From an optimization exercise on the open Yosys and OpenROAD flow, aimed at small area and a short achievable clock period; shortcuts taken in it are not production practice.
Function was not checked in any run shown here: the RTL went through the layout flow alone.
No activity file was given, so power comes from the tool's default toggle rates.

==> flow/design.v, too long to show whole: its modules and the start of the top module <==
// module fa_cell: 4 lines
// module ha_cell: 4 lines
// module hai_cell: 4 lines
// module mux_cell: 3 lines
// module xor_cell: 3 lines
// module xnor_cell: 3 lines
// module or_cell: 3 lines
// module ALU_TOP: 2120 lines
module ALU_TOP #(parameter width_top = 16) (A, B, ALU_FUN,
    CLK,RST,
    ARITH_OUT,
    LOGIC_OUT,
    CMP_OUT,
    SHIFT_OUT,
    CARRY_OUT,
    ARITH_FLAG_OUT,
    LOGIC_FLAG_OUT,
    CMP_FLAG_OUT,
    SHIFT_FLAG_OUT
    );
  // ...
==> flow/flow/run.sh <==
#!/bin/bash
# Own layout flow: the standard flow (standard.sh) with two changes made
# through the environment the ORFS scripts read:
#  - the port buffers are sky130_fd_sc_hd__buf_1 instead of the flow's
#    default choice (every input and output port still gets its buffer);
#  - repair_timing aims for 91 ns of setup slack instead of 0, so that it
#    sizes up and buffers the longest paths (the SDC is unchanged).
# The make run's whole output goes to flow_make.log in this folder; ORFS keeps
# each step's full log under orfs/logs/.
set -euo pipefail
export BUFFER_PORTS_ARGS="-buffer_cell sky130_fd_sc_hd__buf_1"
export SETUP_SLACK_MARGIN=91
bash standard.sh > flow_make.log 2>&1
==> flow/standard.sh <==
#!/bin/bash
# synth_recipe.tcl (not shown) runs the flow's synth.tcl, then flattens the netlist and writes it again
# the make line also repeats each setting of config.mk as NAME=value (left out here)
make -C /OpenROAD-flow-scripts/flow DESIGN_CONFIG=/design/flow/config.mk WORK_HOME=/design/flow/orfs CLKGATE_MAP_FILE= SYNTH_SCRIPT=/design/flow/synth_recipe.tcl "${@:-finish}"
==> flow/config.mk <==
export PLATFORM = sky130hd
export DESIGN_NAME = ALU_TOP
export DESIGN_NICKNAME = ALU_TOP
export VERILOG_FILES = /design/flow/design.v
export SDC_FILE = /design/flow/constraint.sdc
export NUM_CORES = 4
export LEC_CHECK = 0
export ABC_AREA = 1
export CAP_MARGIN = 20
export CORE_MARGIN = 2
export CORE_UTILIZATION = 60
export PLACE_DENSITY = 0.72
export SLEW_MARGIN = 20
export SYNTH_HIERARCHICAL = 1
==> flow/constraint.sdc <==
create_clock -name core_clock -period 130.0 [get_ports {CLK}]
set_input_delay 26.0000 -clock core_clock [delete_from_list [all_inputs] [get_ports {CLK}]]
set_output_delay 26.0000 -clock core_clock [all_outputs]
set_load 0.01 [all_outputs]
==> reports/results.ini, run 1 <==
[cts]
root_buffer=clkbuf_16
cts_tree=yes
cts_hold_buf=0
cts_made_buffers=5

[global_route]
grtUsageMet2_pct=58.1
grt_usage_pct=35.2
grt_antenna_before_repair=0

[cells_and_area]
register_area_sq_um=968
final_util_pct=65.3
seq_cell_count=47
multi_input_area_sq_mm=0.0140
final_cell_mix=nand2_1 (637), fa_1 (290), inv_1 (237)
multi_input_cells=1729
final_common_cell=nand2_1
area_growth_pct=6.48

[routing]
routed.top_layer=met4
wl_met3_mm=5.00
wl_met2_mm=23.7
firstDrtPassIters=8
totalWireLength_mm=50.1
vias_per_cell=5.74

[power_and_ir_drop]
swShare_pct=51.5
p_switching_mw=0.0986
powerSeq_mw=0.0160
power_frac_seq_pct=8.4
ir_drop_uv=13.2

[floorplanning]
io_pins=171
coreArea_sq_mm=0.0271
die-height_microns=170

[worst_setup_path]
cp-start-kind=flip-flop
critical_path_buf_inv_count=14
crit_type=flip-flop to output port
arrival_ps=12200
critical_path_depth=79

[synthesis]
yosysSeqAreaShare_pct=5.78
synthTopCellsByArea=fa_1 (35%), nand2_1 (15%), ha_1 (9.4%)
synth_common_cells=nand2_1 (643), fa_1 (290), inv_1 (248), ha_1 (125), nand3_1 (91)

[status]
status=timing/DRC/antenna clean

[sta]
final_hold_viol_count=0
worst_pin_slew_ps=918

[place]
port_buffers=125

==> inputs of run 2 (changes only) <==
--- a/flow/design.v
+++ b/flow/design.v
@@ -5,19 +5,16 @@
 module ha_cell (input a, input b, output s, output co);
     assign s = a ^ b;
     assign co = a & b;
 endmodule
 module hai_cell (input a, input b, output s, output co);
     assign s = ~(a ^ b);
     assign co = a | b;
 endmodule
-module mux_cell (input s, input a, input b, output y);
-    assign y = s ? a : b;
-endmodule
 module xor_cell (input a, input b, output y);
     assign y = a ^ b;
 endmodule
 module xnor_cell (input a, input b, output y);
     assign y = ~(a ^ b);
 endmodule
 module or_cell (input a, input b, output y);
     assign y = a | b;
@@ -46,20 +43,20 @@
     output CARRY_OUT;
     output ARITH_FLAG_OUT;
     output LOGIC_FLAG_OUT;
     output CMP_FLAG_OUT;
     output SHIFT_FLAG_OUT;
     reg        arith_flag, logic_flag, cmp_flag, shift_flag;
     reg [1:0]  op_r;
     reg [15:0] a_r, b_r;
-    wire is_div = (ALU_FUN == 4'b0011);
-    reg [8:0]  dr_r;      
-    wire [15:7] dq_hi_w;
-    wire [8:0] dr_hi;
+    reg [9:0]  dq_r;      
+    reg [9:0]  dr_r;      
+    wire [15:6] dq_hi_w;
+    wire [9:0] dr_hi;
     wire n1 = ~B[0];
     wire n2 = A[15] & n1;
     wire n3 = A[15] ^ n1;
     wire n4 = n2 | n3;
     wire n5 = n3 ^ 1'b1;
     wire n6 = ~|B[15:1];
     wire ge7 = n4 & n6;
     assign dq_hi_w[15] = ge7;
@@ -417,25 +414,110 @@
     wire n351 = ge349 ? n340 : n277;
     wire n352 = ge349 ? n341 : n278;
     wire n353 = ge349 ? n342 : n279;
     wire n354 = ge349 ? n343 : n280;
     wire n355 = ge349 ? n344 : n281;
     wire n356 = ge349 ? n345 : n282;
     wire n357 = ge349 ? n346 : n283;
     wire n358 = ge349 ? n347 : n284;
-    assign dr_hi[0] = n350;
-    assign dr_hi[1] = n351;
-    assign dr_hi[2] = n352;
-    assign dr_hi[3] = n353;
-    assign dr_hi[4] = n354;
-    assign dr_hi[5] = n355;
-    assign dr_hi[6] = n356;
-    assign dr_hi[7] = n357;
-    assign dr_hi[8] = n358;
+    wire n359 = ~B[0];
+    wire n360 = ~B[1];
+    wire n361 = ~B[2];
+    wire n362 = ~B[3];
+    wire n363 = ~B[4];
+    wire n364 = ~B[5];
+    wire n365 = ~B[6];
+    wire n366 = ~B[7];
+    wire n367 = ~B[8];
+    wire n368 = ~B[9];
+    wire n369 = A[6] & n359;
+    wire n370 = n350 & n360;
+    wire n371 = n351 & n361;
+    wire n372 = n352 & n362;
+    wire n373 = n353 & n363;
+    wire n374 = n354 & n364;
+    wire n375 = n355 & n365;
+    wire n376 = n356 & n366;
+    wire n377 = n357 & n367;
+    wire n378 = n358 & n368;
+    wire n379 = A[6] ^ n359;
+    wire n380 = n350 ^ n360;
+    wire n381 = n351 ^ n361;
+    wire n382 = n352 ^ n362;
+    wire n383 = n353 ^ n363;
+    wire n384 = n354 ^ n364;
+    wire n385 = n355 ^ n365;
+    wire n386 = n356 ^ n366;
+    wire n387 = n357 ^ n367;
+    wire n388 = n358 ^ n368;
+    wire n389 = n369 | n379;
+    wire n390 = n370 | (n380 & n389);
+    wire n391 = n380 & n379;
+    wire n392 = n372 | (n382 & n371);
+    wire n393 = n382 & n381;
+    wire n394 = n374 | (n384 & n373);
+    wire n395 = n384 & n383;
+    wire n396 = n376 | (n386 & n375);
+    wire n397 = n386 & n385;
+    wire n398 = n378 | (n388 & n377);
+    wire n399 = n388 & n387;
+    wire n400 = n371 | (n381 & n390);
+    wire n401 = n381 & n391;
+    wire n402 = n392 | (n393 & n390);
+    wire n403 = n393 & n391;
+    wire n404 = n375 | (n385 & n394);
+    wire n405 = n385 & n395;
+    wire n406 = n396 | (n397 & n394);
+    wire n407 = n397 & n395;
+    wire n408 = n373 | (n383 & n402);
+    wire n409 = n383 & n403;
+    wire n410 = n394 | (n395 & n402);
+    wire n411 = n395 & n403;
+    wire n412 = n404 | (n405 & n402);
+    wire n413 = n405 & n403;
+    wire n414 = n406 | (n407 & n402);
+    wire n415 = n407 & n403;
+    wire n416 = n377 | (n387 & n414);
+    wire n417 = n387 & n415;
+    wire n418 = n398 | (n399 & n414);
+    wire n419 = n399 & n415;
+    wire n420 = n379 ^ 1'b1;
+    wire n421 = n380 ^ n389;
+    wire n422 = n381 ^ n390;
+    wire n423 = n382 ^ n400;
+    wire n424 = n383 ^ n402;
+    wire n425 = n384 ^ n408;
+    wire n426 = n385 ^ n410;
+    wire n427 = n386 ^ n412;
+    wire n428 = n387 ^ n414;
+    wire n429 = n388 ^ n416;
+    wire n430 = ~|B[15:10];
+    wire ge431 = n418 & n430;
+    assign dq_hi_w[6] = ge431;
+    wire n432 = ge431 ? n420 : A[6];
+    wire n433 = ge431 ? n421 : n350;
+    wire n434 = ge431 ? n422 : n351;
+    wire n435 = ge431 ? n423 : n352;
+    wire n436 = ge431 ? n424 : n353;
+    wire n437 = ge431 ? n425 : n354;
+    wire n438 = ge431 ? n426 : n355;
+    wire n439 = ge431 ? n427 : n356;
+    wire n440 = ge431 ? n428 : n357;
+    wire n441 = ge431 ? n429 : n358;
+    assign dr_hi[0] = n432;
+    assign dr_hi[1] = n433;
+    assign dr_hi[2] = n434;
+    assign dr_hi[3] = n435;
+    assign dr_hi[4] = n436;
+    assign dr_hi[5] = n437;
+    assign dr_hi[6] = n438;
+    assign dr_hi[7] = n439;
+    assign dr_hi[8] = n440;
+    assign dr_hi[9] = n441;
     always @(posedge CLK or negedge RST)
     begin
         if (!RST) begin
             arith_flag <= 1'b0;
             logic_flag <= 1'b0;
             cmp_flag   <= 1'b0;
             shift_flag <= 1'b0;
         end else begin
@@ -443,18 +525,19 @@
             logic_flag <= (ALU_FUN[3:2] == 2'b01);
             cmp_flag   <= (ALU_FUN[3:2] == 2'b10);
             shift_flag <= (ALU_FUN[3:2] == 2'b11);
         end
     end
     always @(posedge CLK)
     begin
         op_r <= ALU_FUN[1:0];
-        a_r  <= is_div ? {dq_hi_w, A[6:0]} : A;
+        a_r  <= A;
         b_r  <= B;
+        dq_r <= dq_hi_w;
         dr_r <= dr_hi;
     end
     wire        sub = op_r[0] | cmp_flag;
     wire [15:0] s;
     wire        c;
     wire n2157 = b_r[0] ^ sub;
     wire n2158 = b_r[1] ^ sub;
     wire n2159 = b_r[2] ^ sub;
@@ -1322,134 +1405,50 @@
     assign prod[24] = ~s2107;
     assign prod[25] = ~s2110;
     assign prod[26] = ~n2150;
     assign prod[27] = ~n2151;
     assign prod[28] = ~n2152;
     assign prod[29] = ~n2153;
     assign prod[30] = ~n2154;
     assign prod[31] = ~n2155;
-    wire [6:0] dq_lo_w;
-    wire n359 = ~b_r[0];
-    wire n360 = ~b_r[1];
-    wire n361 = ~b_r[2];
-    wire n362 = ~b_r[3];
-    wire n363 = ~b_r[4];
-    wire n364 = ~b_r[5];
-    wire n365 = ~b_r[6];
-    wire n366 = ~b_r[7];
-    wire n367 = ~b_r[8];
-    wire n368 = ~b_r[9];
-    wire n369 = a_r[6] & n359;
-    wire n370 = dr_r[0] & n360;
-    wire n371 = dr_r[1] & n361;
-    wire n372 = dr_r[2] & n362;
-    wire n373 = dr_r[3] & n363;
-    wire n374 = dr_r[4] & n364;
-    wire n375 = dr_r[5] & n365;
-    wire n376 = dr_r[6] & n366;
-    wire n377 = dr_r[7] & n367;
-    wire n378 = dr_r[8] & n368;
-    wire n379 = a_r[6] ^ n359;
-    wire n380 = dr_r[0] ^ n360;
-    wire n381 = dr_r[1] ^ n361;
-    wire n382 = dr_r[2] ^ n362;
-    wire n383 = dr_r[3] ^ n363;
-    wire n384 = dr_r[4] ^ n364;
-    wire n385 = dr_r[5] ^ n365;
-    wire n386 = dr_r[6] ^ n366;
-    wire n387 = dr_r[7] ^ n367;
-    wire n388 = dr_r[8] ^ n368;
-    wire n389 = n369 | n379;
-    wire n390 = n370 | (n380 & n389);
-    wire n391 = n380 & n379;
-    wire n392 = n372 | (n382 & n371);
-    wire n393 = n382 & n381;
-    wire n394 = n374 | (n384 & n373);
-    wire n395 = n384 & n383;
-    wire n396 = n376 | (n386 & n375);
-    wire n397 = n386 & n385;
-    wire n398 = n378 | (n388 & n377);
-    wire n399 = n388 & n387;
-    wire n400 = n371 | (n381 & n390);
-    wire n401 = n381 & n391;
-    wire n402 = n392 | (n393 & n390);
-    wire n403 = n393 & n391;
-    wire n404 = n375 | (n385 & n394);
-    wire n405 = n385 & n395;
-    wire n406 = n396 | (n397 & n394);
-    wire n407 = n397 & n395;
-    wire n408 = n373 | (n383 & n402);
-    wire n409 = n383 & n403;
-    wire n410 = n394 | (n395 & n402);
-    wire n411 = n395 & n403;
-    wire n412 = n404 | (n405 & n402);
-    wire n413 = n405 & n403;
-    wire n414 = n406 | (n407 & n402);
-    wire n415 = n407 & n403;
-    wire n416 = n377 | (n387 & n414);
-    wire n417 = n387 & n415;
-    wire n418 = n398 | (n399 & n414);
-    wire n419 = n399 & n415;
-    wire n420 = n379 ^ 1'b1;
-    wire n421 = n380 ^ n389;
-    wire n422 = n381 ^ n390;
-    wire n423 = n382 ^ n400;
-    wire n424 = n383 ^ n402;
-    wire n425 = n384 ^ n408;
-    wire n426 = n385 ^ n410;
-    wire n427 = n386 ^ n412;
-    wire n428 = n387 ^ n414;
-    wire n429 = n388 ^ n416;
-    wire n430 = ~|b_r[15:10];
-    wire ge431 = n418 & n430;
-    assign dq_lo_w[6] = ge431;
-    wire n432 = ge431 ? n420 : a_r[6];
-    wire n433 = ge431 ? n421 : dr_r[0];
-    wire n434 = ge431 ? n422 : dr_r[1];
-    wire n435 = ge431 ? n423 : dr_r[2];
-    wire n436 = ge431 ? n424 : dr_r[3];
-    wire n437 = ge431 ? n425 : dr_r[4];
-    wire n438 = ge431 ? n426 : dr_r[5];
-    wire n439 = ge431 ? n427 : dr_r[6];
-    wire n440 = ge431 ? n428 : dr_r[7];
-    wire n441 = ge431 ? n429 : dr_r[8];
+    wire [5:0] dq_lo_w;
     wire n442 = ~b_r[0];
     wire n443 = ~b_r[1];
     wire n444 = ~b_r[2];
     wire n445 = ~b_r[3];
     wire n446 = ~b_r[4];
     wire n447 = ~b_r[5];
     wire n448 = ~b_r[6];
     wire n449 = ~b_r[7];
     wire n450 = ~b_r[8];
     wire n451 = ~b_r[9];
     wire n452 = ~b_r[10];
     wire n453 = a_r[5] & n442;
-    wire n454 = n432 & n443;
-    wire n455 = n433 & n444;
-    wire n456 = n434 & n445;
-    wire n457 = n435 & n446;
-    wire n458 = n436 & n447;
-    wire n459 = n437 & n448;
-    wire n460 = n438 & n449;
-    wire n461 = n439 & n450;
-    wire n462 = n440 & n451;
-    wire n463 = n441 & n452;
+    wire n454 = dr_r[0] & n443;
+    wire n455 = dr_r[1] & n444;
+    wire n456 = dr_r[2] & n445;
+    wire n457 = dr_r[3] & n446;
+    wire n458 = dr_r[4] & n447;
+    wire n459 = dr_r[5] & n448;
+    wire n460 = dr_r[6] & n449;
+    wire n461 = dr_r[7] & n450;
+    wire n462 = dr_r[8] & n451;
+    wire n463 = dr_r[9] & n452;
     wire n464 = a_r[5] ^ n442;
-    wire n465 = n432 ^ n443;
-    wire n466 = n433 ^ n444;
-    wire n467 = n434 ^ n445;
-    wire n468 = n435 ^ n446;
-    wire n469 = n436 ^ n447;
-    wire n470 = n437 ^ n448;
-    wire n471 = n438 ^ n449;
-    wire n472 = n439 ^ n450;
-    wire n473 = n440 ^ n451;
-    wire n474 = n441 ^ n452;
+    wire n465 = dr_r[0] ^ n443;
+    wire n466 = dr_r[1] ^ n444;
+    wire n467 = dr_r[2] ^ n445;
+    wire n468 = dr_r[3] ^ n446;
+    wire n469 = dr_r[4] ^ n447;
+    wire n470 = dr_r[5] ^ n448;
+    wire n471 = dr_r[6] ^ n449;
+    wire n472 = dr_r[7] ^ n450;
+    wire n473 = dr_r[8] ^ n451;
+    wire n474 = dr_r[9] ^ n452;
     wire n475 = n453 | n464;
     wire n476 = n454 | (n465 & n475);
     wire n477 = n465 & n464;
     wire n478 = n456 | (n467 & n455);
     wire n479 = n467 & n466;
     wire n480 = n458 | (n469 & n457);
     wire n481 = n469 & n468;
     wire n482 = n460 | (n471 & n459);
@@ -1490,26 +1489,26 @@
     wire n517 = n471 ^ n500;
     wire n518 = n472 ^ n502;
     wire n519 = n473 ^ n504;
     wire n520 = n474 ^ n506;
     wire n521 = ~|b_r[15:11];
     wire ge522 = n508 & n521;
     assign dq_lo_w[5] = ge522;
     wire n523 = ge522 ? n510 : a_r[5];
-    wire n524 = ge522 ? n511 : n432;
-    wire n525 = ge522 ? n512 : n433;
-    wire n526 = ge522 ? n513 : n434;
-    wire n527 = ge522 ? n514 : n435;
-    wire n528 = ge522 ? n515 : n436;
-    wire n529 = ge522 ? n516 : n437;
-    wire n530 = ge522 ? n517 : n438;
-    wire n531 = ge522 ? n518 : n439;
-    wire n532 = ge522 ? n519 : n440;
-    wire n533 = ge522 ? n520 : n441;
+    wire n524 = ge522 ? n511 : dr_r[0];
+    wire n525 = ge522 ? n512 : dr_r[1];
+    wire n526 = ge522 ? n513 : dr_r[2];
+    wire n527 = ge522 ? n514 : dr_r[3];
+    wire n528 = ge522 ? n515 : dr_r[4];
+    wire n529 = ge522 ? n516 : dr_r[5];
+    wire n530 = ge522 ? n517 : dr_r[6];
+    wire n531 = ge522 ? n518 : dr_r[7];
+    wire n532 = ge522 ? n519 : dr_r[8];
+    wire n533 = ge522 ? n520 : dr_r[9];
     wire n534 = ~b_r[0];
     wire n535 = ~b_r[1];
     wire n536 = ~b_r[2];
     wire n537 = ~b_r[3];
     wire n538 = ~b_r[4];
     wire n539 = ~b_r[5];
     wire n540 = ~b_r[6];
     wire n541 = ~b_r[7];
@@ -2108,17 +2107,17 @@
     wire n1130 = n1049 ^ n1107;
     wire n1131 = n1050 ^ n1109;
     wire n1132 = n1051 ^ n1111;
     wire n1133 = n1052 ^ n1113;
     wire n1134 = n1053 ^ n1115;
     wire ge1135 = n1117;
     assign dq_lo_w[0] = ge1135;
     wire        bnz = |b_r;
-    wire [15:0] quot = bnz ? {a_r[15:7], dq_lo_w} : 16'd0;
+    wire [15:0] quot = bnz ? {dq_r, dq_lo_w} : 16'd0;
     reg [31:0] arith_val;
     always @(*)
     begin
         case (op_r)
         2'b00: arith_val = {15'd0, c, s};
         2'b01: arith_val = {{16{~c}}, s};
         2'b10: arith_val = prod;
         default: arith_val = {16'd0, quot};
==> run 2 against run 1 <==
  * Combinational power grew 4%
  * Sequential power is 21% higher
  * Core utilization is 2.5 points higher
  * Largest power group unchanged
  * Area after synthesis decreased by 2.6%
  * Synthesized cell count shrank 2.7%
==> reports/results.ini, run 2 <==
[cts]
path_clk_slew_ps=60  ; was 90 ps
clockBufferDepth=2  ; unchanged
cts_made_buffers=9  ; was 5
clock_sinks=58  ; was 47
cts_tree=yes  ; unchanged
root_buffer=clkbuf_16  ; unchanged
htreeDepth=3  ; was 2
cts_hold_buf=0  ; unchanged

[synthesis]
synth_area_sq_mm=0.0162  ; was 0.0166 sq mm
synth-edff-count=0  ; unchanged
synthFlopType=dfxtp_1  ; unchanged
synth_fa_ha_area_share_pct=45.4  ; was 44.3%
synth_common_cells=nand2_1 (650), fa_1 (290), inv_1 (221), ha_1 (124), nand3_1 (105)  ; was nand2_1 (643), fa_1 (290), inv_1 (248), ha_1 (125), nand3_1 (91)
synth_area_leader_cell=fa_1  ; unchanged
async_reset_ff_share_pct=6.90  ; was 8.51%
yosysTopAreaCellShare_pct=35.8  ; was 34.9%
synthSimpleGateAreaFrac_pct=23.8  ; was 25.9%
synth_top_family_by_area=adder cells  ; unchanged
synth_compound_area_share_pct=9.26  ; was 9.30%
ys_warn_count=7  ; unchanged
synth.avg_cell_area_sq_um=7.74  ; was 7.73 sq um
syn_inst=2092  ; was 2,151
synthTopCellsByArea=fa_1 (36%), nand2_1 (15%), ha_1 (9.6%)  ; was fa_1 (35%), nand2_1 (15%), ha_1 (9.4%)
ys_ff_latch=58  ; was 47
yosysSeqAreaShare_pct=7.29  ; was 5.78%
synthXorXnorAreaFrac_pct=3.24  ; was 3.05%
synthMuxAreaShare_pct=0.0618  ; was 0.120%
synth_most_common_cell=nand2_1  ; unchanged
synth_cell_types=56  ; was 60

[global_route]
grt_usage_pct=35.4  ; was 35.2%
grt_pass1_wl_mm=77.4  ; was 78.1 mm
grt_max_degree=52  ; unchanged
overflow=0  ; unchanged
grt_pass1_vias=14902  ; was 14,841
grt_antenna_before_repair=0  ; unchanged

[sta]
rsz0062_at_grt=false  ; was true
min_period_ps=38620  ; was 38,200 ps
final_hold_viol_count=0  ; unchanged
period_share_pct=29.7  ; was 29.4%
max_freq_ghz=0.0259  ; was 0.0262 GHz
tns_ps=0  ; unchanged
worst_pin_slew_ps=1030  ; was 918 ps
drv_slew=0  ; unchanged
setup_violations=0  ; unchanged
relSlewSlack_pct=31.2  ; was 38.2%

[worst_setup_path]
endpoint_kind=flip-flop  ; was output port
crit_type=primary input to flip-flop  ; was flip-flop to output port
worst_path_max_delay_cell=fa_2  ; was fa_1
required_ps=130230  ; was 104,000 ps
critical_path.max_fanout=8  ; was 15
arrival_ps=38840  ; was 12,200 ps
crit_path_max_incr_delay_ps=450  ; was 440 ps
cp-start-kind=primary input  ; was flip-flop

[cells_and_area]
reg_top3=a_r (16), b_r (16)  ; was a_r (16), b_r (16), dr_r (9)
area_growth_pct=12.0  ; was 6.48%
antenna_cells=0  ; unchanged
final_cell_mix=nand2_1 (624), fa_1 (277), inv_1 (202)  ; was nand2_1 (637), fa_1 (290), inv_1 (237)
fillers=2255  ; was 2,392
final_common_cell=nand2_1  ; unchanged
register_area_sq_mm=0.00118  ; was 968 sq um
drive_gt1_share_pct=14.1  ; was 10.9%
nNetsFinal=2667  ; was 2,693
multi_input_area_sq_mm=0.0140  ; about the same

[power_and_ir_drop]
leakage_nw=8.34  ; was 8.30 nW
power_per_cell_area_mw_per_mm2=11.7  ; was 10.8 mW/mm^2
ir_drop_uv=13.5  ; was 13.2 uV
total_power_mw=0.213  ; was 0.191 mW

[run]
maxCapViolCount=0  ; unchanged

[floorplanning]
placementRows=60  ; unchanged
io_pins=171  ; unchanged
die_x_microns=168  ; was 170 microns
coreArea_sq_mm=0.0267  ; was 0.0271 sq mm
die_area_sq_mm=0.0283  ; was 0.0291 sq mm
initial_core_util_pct=60.6  ; was 61.4%
die-height_microns=168  ; was 170 microns

[routing]
firstDrtPassIters=5  ; was 8
drcViolationCount=0  ; unchanged
vias_per_cell=5.75  ; was 5.74
dr.first_iter.drc_count=1185  ; was 1,369
ant_nets=0  ; unchanged
totalWireLength_mm=49.6  ; was 50.1 mm
wl_per_cell_microns=19.4  ; was 19.2 microns
vias=14724  ; was 14,996

[status]
status=timing/DRC/antenna clean  ; unchanged

[place]
dpl.hpwl_mm=37.0  ; was 37.4 mm
port_buffers=125  ; unchanged
place.gp.congestion=0.930  ; was 0.927

[hold_path]
hold_path.class=primary input to async pin  ; unchanged

==> run 2: path summary, 6_finish.rpt <==
check | startpoint | endpoint | slack (ps) | depth (start not counted)
worst min-delay path | RST | arith_flag$_DFF_PN0_ | 25480 | 1
max in group asynchronous | RST | shift_flag$_DFF_PN0_ | 104330 | 1
min in group core_clock | ALU_FUN[0] | op_r[0]$_DFF_P_ | 25750 | 1
worst max-delay path | B[7] | dr_r[9]$_DFF_P_ | 91380 | 85
==> run 2: per-module statistics from Yosys, one instance, submodules excluded <==
module	times used	flops+latches	cells	cell area (sq um)
ALU_TOP	1	58	1710	10800
xnor_cell	17	0	5	18.8
fa_cell	245	0	1	20.0
or_cell	17	0	3	11.3
ha_cell	1	0	1	12.5
==> run 2: per-layer routing <==
| layer | share of wire [%] | up-vias | routed length, microns | GRT usage (%) |
|---|---|---|---|---|
| met5 | 0 | - | 0 | 0 |
| met2 | 47 | 783 | 23200 | 57.5 |
| met4 | 4.1 | 0 | 2050 | 14.2 |
| li1 | - | 6710 | - | - |
| met3 | 11 | 171 | 5380 | 10.5 |
| met1 | 38 | 7060 | 19000 | 44.7 |
==> run 2: worst max-delay path, delay by kind of cell <==
kind                     cells  cell delay (ps)
AND/OR/NAND/NOR             46             5150
adder cells (fa/ha/maj)     14             4420
buffers and inverters       10             1230
XOR/XNOR                     1              140
AO/OA/AOI/OAI               14             1870
==> run 2: where the power goes <==
group          switching (mW)  total, mW  internal (mW)
sequential           0.000753     0.0194         0.0186
clock                 0.00891     0.0261         0.0172
combinational          0.0950      0.167         0.0724
==> run 2: cell families after synthesis <==
kind of cell / Yosys count
adders and majority gates: 414
AOI/OAI and AO/OA: 256
other: 2
muxes: 1
DFF: 58
buffers and inverters: 395
and+or+nand+nor: 906
xor gates and xnor gates: 60
==> run 2: repair_timing <==
item / in CTS / in global routing
setup buffers: 20 / 37
pin swaps: 13 / 68
gates cloned: 1 / 4
setup endpoints to repair: 12 / 12
gates resized for setup: 40 / 128
==> run 2: per-stage QoR <==
step                      std cells  setup WS [ps]  utilization [%]  hold slack (ps)  cell area (sq um)
after floorplan                2139          91050                -            25700              16400
after detailed placement       2483          88230             62.4            25850              16700
after global placement         2483          88720             62.4            25830              16700
after global routing           2560          90660             67.9            25500              18100
final                          2560          91380             67.9            25480              18100
after CTS                      2519          91000             64.8            25480              17300
==> run 2: layout make-up <==
type,instances,area share (%)
multi-input combinational,1689,77.2
timing repair buffer,219,6.90
sequential,58,6.51
clock inverter,4,0.421
timing repair inverter,2,0.0621
tap,341,2.35
inverter,236,5.23
clock buffer,11,1.34

-- what the ideal ports hide --
In the flow no input, the clock included, has a driving cell. The finished layouts below were timed again as built, in two steps.
Step 1, drivers: a clkbuf_16 drives CLK and a buf_2 each remaining input, both assumed.
Step 2 also shifts input and output timing later by t, the mid clock arrival at the registers, as if the neighbouring blocks saw the same clock.
a / b / c = ideal ports / drivers / drivers and shift; a / b = the first two.
| run | t (ns) | slack for setup (ns) | latest minus earliest clock arrival (ns) |
|---|---|---|---|
| run 1 | 0.369 | 91.800 / 91.747 / 91.716 | 0.019 / 0.018 |
| run 2 | 0.383 | 91.384 / 91.396 / 91.013 | 0.010 / 0.010 |
After both steps every run listed still meets setup and hold. The setup slack of run 2, which loses most, moves by +0.012 ns with the drivers and by -0.371 ns with both steps.
